What follows belongs to an exercise in optimizing a design on an open flow for small area and a short achievable clock period; a production flow would make more cautious choices.
RTL that was checked went through simulation tests only; none was proved equivalent to the original.

==> inputs of build 94 <==
// top
module top(
    input logic clock, reset,
    input logic [9:0] inp,
    output logic [9:0] out
);
    logic [15:0] a, b, a_next, b_next, y;
    logic op_mul, op_sub, start;
    logic sub_now;
    input_16 in1(.clock, .reset, .data_in(inp), .num1(a), .num2(b),
                 .num1_next(a_next), .num2_next(b_next),
                 .op_mul, .op_sub, .start, .sub_now);
    logic e_gt, e_gt_d, e_ne, e_eq_d;
    logic [4:0] d, d_d;
    fpu_s0 s0(.ea(a_next[14:10]), .eb(b_next[14:10]), .d(d_d), .e_gt(e_gt_d), .e_eq(e_eq_d));
    always_ff @(posedge clock or posedge reset) begin
        if (reset) begin
            d <= 5'd0;
            e_gt <= 1'b0;
            e_ne <= 1'b0;
        end
        else begin
            d <= d_d;
            e_gt <= e_gt_d;
            e_ne <= ~e_eq_d;
        end
    end
    logic [14:0] sum, sum_d;
    logic gsel, gsel_d;
    logic [5:0] xe, xe_d;
    logic [11:0] m0, m0_d;
    logic [12:0] m1, m1_d;
    logic c8, c8_d, st, st_d;
    fpu_s1 s1(.a, .b, .sub(sub_now), .d, .e_gt, .e_eq(~e_ne), .sum(sum_d), .gsel(gsel_d), .xe(xe_d),
              .m0(m0_d), .m1(m1_d), .c8(c8_d), .st(st_d));
    always_ff @(posedge clock) begin
        sum  <= sum_d;
        gsel <= gsel_d;
        xe   <= xe_d;
        m0   <= m0_d;
        m1   <= m1_d;
        c8   <= c8_d;
        st   <= st_d;
    end
    fpu_s2 s2(.a, .b, .op_mul, .op_sub, .sum, .gsel, .xe, .m0, .m1, .c8, .st, .y);
    output_16 out1(.clock, .reset, .ans(y), .done_calc(start), .data_out(out));
endmodule
export LEC_CHECK = 0
export CAP_MARGIN = 20
export CORE_MARGIN = 2
export CORE_UTILIZATION = 40
export SETUP_SLACK_MARGIN = 4.0
export SLEW_MARGIN = 20
export SYNTH_HIERARCHICAL = 1
export SYNTH_MINIMUM_KEEP_SIZE = 0
create_clock -name core_clock -period 8.0 [get_ports {clock}]
run.sh (not shown) runs the stock make flow with config.mk's settings and CLKGATE_MAP_FILE= SYNTH_SCRIPT=/design/flow/synth_recipe.tcl, a recipe that flattens the netlist after the stock synthesis.
==> build 15: changes against build 94 <==
- SETUP_SLACK_MARGIN: 4.0 -> 3.75
- TNS_END_PERCENT: unset -> 5
==> trial 85: changes against build 94 <==
- TNS_END_PERCENT: unset -> 20
==> comparison <==
Against build 15, the maximum frequency of trial 85 is larger by about 4.3%.
In die area, trial 85 and build 15 do not differ.
Clock skew: trial 85 is lower than build 15 (1.5 ps).
Non-clock buffer count, lowest first: build 15, trial 85, build 94.
In area after synthesis, build 94 and build 15 do not differ.
Critical path depth: build 15 < trial 85 < build 94.
Setup slack: build 94 is higher than trial 85 (20 ps).
Of trial 85 and build 15, trial 85 has the higher via count (gap 2.2%, measured against build 15).
The highest register-to-register slack belongs to build 94, the lowest to build 15.

==> branch sierra: inputs <==
top, a different RTL version from the one above (not shown whole).
==> module fpu_s2, before the edit <==
module fpu_s2 (
    input  logic [15:0] a,
    input  logic [15:0] b,
    input  logic        op_mul,
    input  logic        op_sub,
    input  logic [14:0] sum,
    input  logic        gsel,
    input  logic [11:0] m0,
    input  logic [12:0] m1,
    input  logic        c8,
    input  logic        st,
    output logic [15:0] y
);
    logic sa, sb, sbx;
    logic [4:0] ea, eb, eg;
    logic a_e1, b_e1, a_nan, b_nan, a_inf, b_inf, a_0, b_0;
    logic sg;
    assign sa = a[15];
    assign sb = b[15];
    assign sbx = sb ^ op_sub;
    assign ea = a[14:10];
    assign eb = b[14:10];
    assign a_e1 = &ea;
    assign b_e1 = &eb;
    assign a_nan = a_e1 & (|a[9:0]);
    assign b_nan = b_e1 & (|b[9:0]);
    assign a_inf = a_e1 & ~(|a[9:0]);
    assign b_inf = b_e1 & ~(|b[9:0]);
    assign a_0 = ~(|ea);
    assign b_0 = ~(|eb);
    logic [3:0] nsh;
    logic [14:0] w;
    logic [5:0] exp_a;
    logic ru_a, ovf_a, unf_a, cancel;
    assign eg = gsel ? ea : eb;
    assign sg = gsel ? sa : sbx;
    always_comb begin
        nsh = 4'd12;
        for (int i = 2; i <= 14; i++)
            if (sum[i]) nsh = 4'(14 - i);
    end
    assign w = sum << nsh;
    assign exp_a = {1'b0, eg} + 6'd1 - {2'b00, nsh};
    assign ru_a = w[3] & (w[4] | w[2] | w[1] | w[0]);
    assign ovf_a = sum[14] & (eg == 5'd30);
    assign unf_a = {1'b0, nsh} > eg;
    assign cancel = sum == 15'd0;
    logic [13:0] prod;
    logic p21, rb, pn8, pn12, ru_m, carry_m, quirk, ovf_m, unf_m;
    logic [9:0] m;
    logic [4:0] e_m;
    add14 uprod(.x({2'b01, m0}), .y({1'b0, m1}), .ci(c8), .s(prod), .co());
    assign p21 = prod[13];
    assign m    = p21 ? prod[12:3] : prod[11:2];
    assign rb   = p21 ? prod[2] : prod[1];
    assign pn8  = p21 ? prod[1] : prod[0];
    assign pn12 = p21 ? prod[5] : prod[4];
    assign ru_m = rb & (pn8 | st | pn12);
    assign carry_m = ru_m & (&m);
    logic [5:0] xe;
    logic [4:0] e0, e1;
    assign xe = {1'b0, ea} + {1'b0, eb};
    assign e0 = 5'(xe - 6'd15);
    assign e1 = 5'(xe - 6'd14);
    assign quirk = carry_m & (p21 ? xe >= 6'd29 : xe >= 6'd30);
    assign ovf_m = ~quirk & (p21 ? xe >= 6'd45 : xe >= 6'd46);
    assign unf_m = p21 ? (xe < 6'd14) | ((xe == 6'd14) & ~carry_m)
                       : (xe < 6'd15) | ((xe == 6'd15) & ~carry_m);
    assign e_m = quirk ? 5'd14 : (p21 ? e1 : e0);
    logic [14:0] pre, r15;
    logic ru, sgn, ovf, unf;
    assign pre = op_mul ? {e_m, m} : {exp_a[4:0], w[13:4]};
    assign ru  = op_mul ? ru_m : ru_a;
    inc15 uinc(.x(pre), .ci(ru), .s(r15));
    assign sgn = op_mul ? sa ^ sb : sg;
    assign ovf = op_mul ? ovf_m : ovf_a;
    assign unf = op_mul ? unf_m : unf_a;
    logic nan_r, inf_r, sel_a, sel_b, regular, sel_inf, sel_r, sgn_r;
    logic [14:0] mag;
    assign nan_r = a_nan | b_nan | (~op_mul & a_inf & b_inf & (sa ^ sbx));
    assign inf_r = ~nan_r & (a_inf | b_inf);
    assign sel_a = ~op_mul & ~a_0 & b_0 & ~nan_r & ~inf_r;
    assign sel_b = ~op_mul & a_0 & ~b_0 & ~nan_r & ~inf_r;
    assign regular = ~nan_r & ~inf_r & ~a_0 & ~b_0 & (op_mul | ~cancel);
    assign sel_inf = inf_r | (regular & ovf);
    assign sel_r = regular & ~ovf & ~unf;
    assign mag = ({15{nan_r}} & 15'h7FFF)
               | ({15{sel_inf}} & 15'h7C00)
               | ({15{sel_a}} & a[14:0])
               | ({15{sel_b}} & b[14:0])
               | ({15{sel_r}} & r15);
    assign sgn_r = nan_r
                 | (inf_r & (op_mul ? sa ^ sb : (a_inf ? sa : sbx)))
                 | (sel_a & (sa ^ op_sub))
                 | (sel_b & sbx)
                 | (regular & sgn);
    assign y = {sgn_r, mag};
endmodule
clock: 8.0 ns
lec_check: 0
cap_margin: 20
core_margin: 2
core_utilization: 40
setup_slack_margin: 3.5
slew_margin: 20
synth_hierarchical: 1
synth_minimum_keep_size: 0
==> branch indigo (differences from branch sierra) <==
--- a/flow/design.v
+++ b/flow/design.v
@@ -122,24 +122,19 @@
     assign ovf = op_mul ? ovf_m : ovf_a;
     assign unf = op_mul ? unf_m : unf_a;
-    logic nan_r, inf_r, sel_a, sel_b, regular, sel_inf, sel_r, sgn_r;
-    logic [14:0] mag;
-    assign nan_r = a_nan | b_nan | (~op_mul & a_inf & b_inf & (sa ^ sbx));
-    assign inf_r = ~nan_r & (a_inf | b_inf);
-    assign sel_a = ~op_mul & ~a_0 & b_0 & ~nan_r & ~inf_r;
-    assign sel_b = ~op_mul & a_0 & ~b_0 & ~nan_r & ~inf_r;
-    assign regular = ~nan_r & ~inf_r & ~a_0 & ~b_0 & (op_mul | ~cancel);
-    assign sel_inf = inf_r | (regular & ovf);
-    assign sel_r = regular & ~ovf & ~unf;
-    assign mag = ({15{nan_r}} & 15'h7FFF)
-               | ({15{sel_inf}} & 15'h7C00)
-               | ({15{sel_a}} & a[14:0])
-               | ({15{sel_b}} & b[14:0])
-               | ({15{sel_r}} & r15);
-    assign sgn_r = nan_r
-                 | (inf_r & (op_mul ? sa ^ sb : (a_inf ? sa : sbx)))
-                 | (sel_a & (sa ^ op_sub))
-                 | (sel_b & sbx)
-                 | (regular & sgn);
-    assign y = {sgn_r, mag};
+    always_comb begin
+        if (a_nan || b_nan)                               y = 16'hFFFF;
+        else if (!op_mul && a_inf && b_inf && sa != sbx)  y = 16'hFFFF;
+        else if (!op_mul && a_inf)                        y = a;
+        else if (!op_mul && b_inf)                        y = {sbx, b[14:0]};
+        else if (op_mul && (a_inf || b_inf))              y = {sa ^ sb, 15'h7C00};
+        else if (!op_mul && a_0 && b_0)                   y = 16'd0;
+        else if (!op_mul && a_0)                          y = {sbx, b[14:0]};
+        else if (op_mul && (a_0 || b_0))                  y = 16'd0;
+        else if (!op_mul && b_0)                          y = {sa ^ op_sub, a[14:0]};
+        else if (!op_mul && cancel)                       y = 16'd0;
+        else if (ovf)                                     y = {sgn, 15'h7C00};
+        else if (unf)                                     y = {sgn, 15'h0000};
+        else                                              y = {sgn, r15};
+    end
 endmodule
 module mul_tree (input logic [9:0] a, input logic [9:0] b, output logic [21:0] r0, output logic [21:0] r1);
SETUP_SLACK_MARGIN = 0   (was 3.5)
==> comparison table <==
                                                       branch indigo             branch sierra
Outcome                                     timing/DRC/antenna clean  timing/DRC/antenna clean
Post-DR wirelength/cell                                      18.8 µm                   19.7 µm
Quantity of gates resized following cts                            0                        53
Well-tap cell count                                              390                       384
Maximum operating frequency                                0.183 GHz                 0.222 GHz
Summed area of non-filler cells in the final layout        12400 µm²                 13300 µm²
Worst endpoint required time                                 8.24 ns                   8.28 ns
Number of global-route vias before repair                       9237                      8837
Core outline area                                          29400 µm²                 28700 µm²
Drt total wl                                                30600 µm                  32300 µm
Core Rows                                                         63                        62
Fillers                                                         2874                      2721
Timing endpoint of the critical path                 sum[12]$_DFF_P_  out1.byte_q[6]$_DFF_PP0_
Crit path max fanout                                              11                        13
Initial core utilization                                       40.3%                     40.6%
No functional check of the RTL was part of branch sierra.

## what the ideal ports hide
The results above use ideal ports. As a check the final layouts listed here were re-extracted and re-timed, cells and wires unchanged. Step 1 assumes that a clkbuf_16 drives the clock port and a buf_2 every other input. Step 2 also shifts input and output timing later by t, the mid clock arrival at the registers, as if the neighbouring blocks saw the same clock. Slacks: no drivers / after step 1 / after step 2; pairs: no drivers / after step 1.
run | t, ns | setup slack, ns | hold WS [ns] | cell pins on the clock port's net
build 94 | 0.403 | 4.052 / 4.052 / 3.785 | 0.577 / 0.577 / 0.577 | 1
build 15 | 0.408 | 3.862 / 3.862 / 3.678 | 0.539 / 0.539 / 0.539 | 1
trial 85 | 0.402 | 4.032 / 4.032 / 3.745 | 0.567 / 0.567 / 0.567 | 1
branch sierra | 0.402 | 3.497 / 3.497 / 3.345 | 0.536 / 0.536 / 0.536 | 1
branch indigo | 0.403 | 2.543 / 2.570 / 2.167 | 0.562 / 0.562 / 0.562 | 1
After both steps every run listed still meets setup and hold. For branch indigo, which loses most, drivers alone change the setup slack by +0.027 ns; drivers and shift together by -0.376 ns.
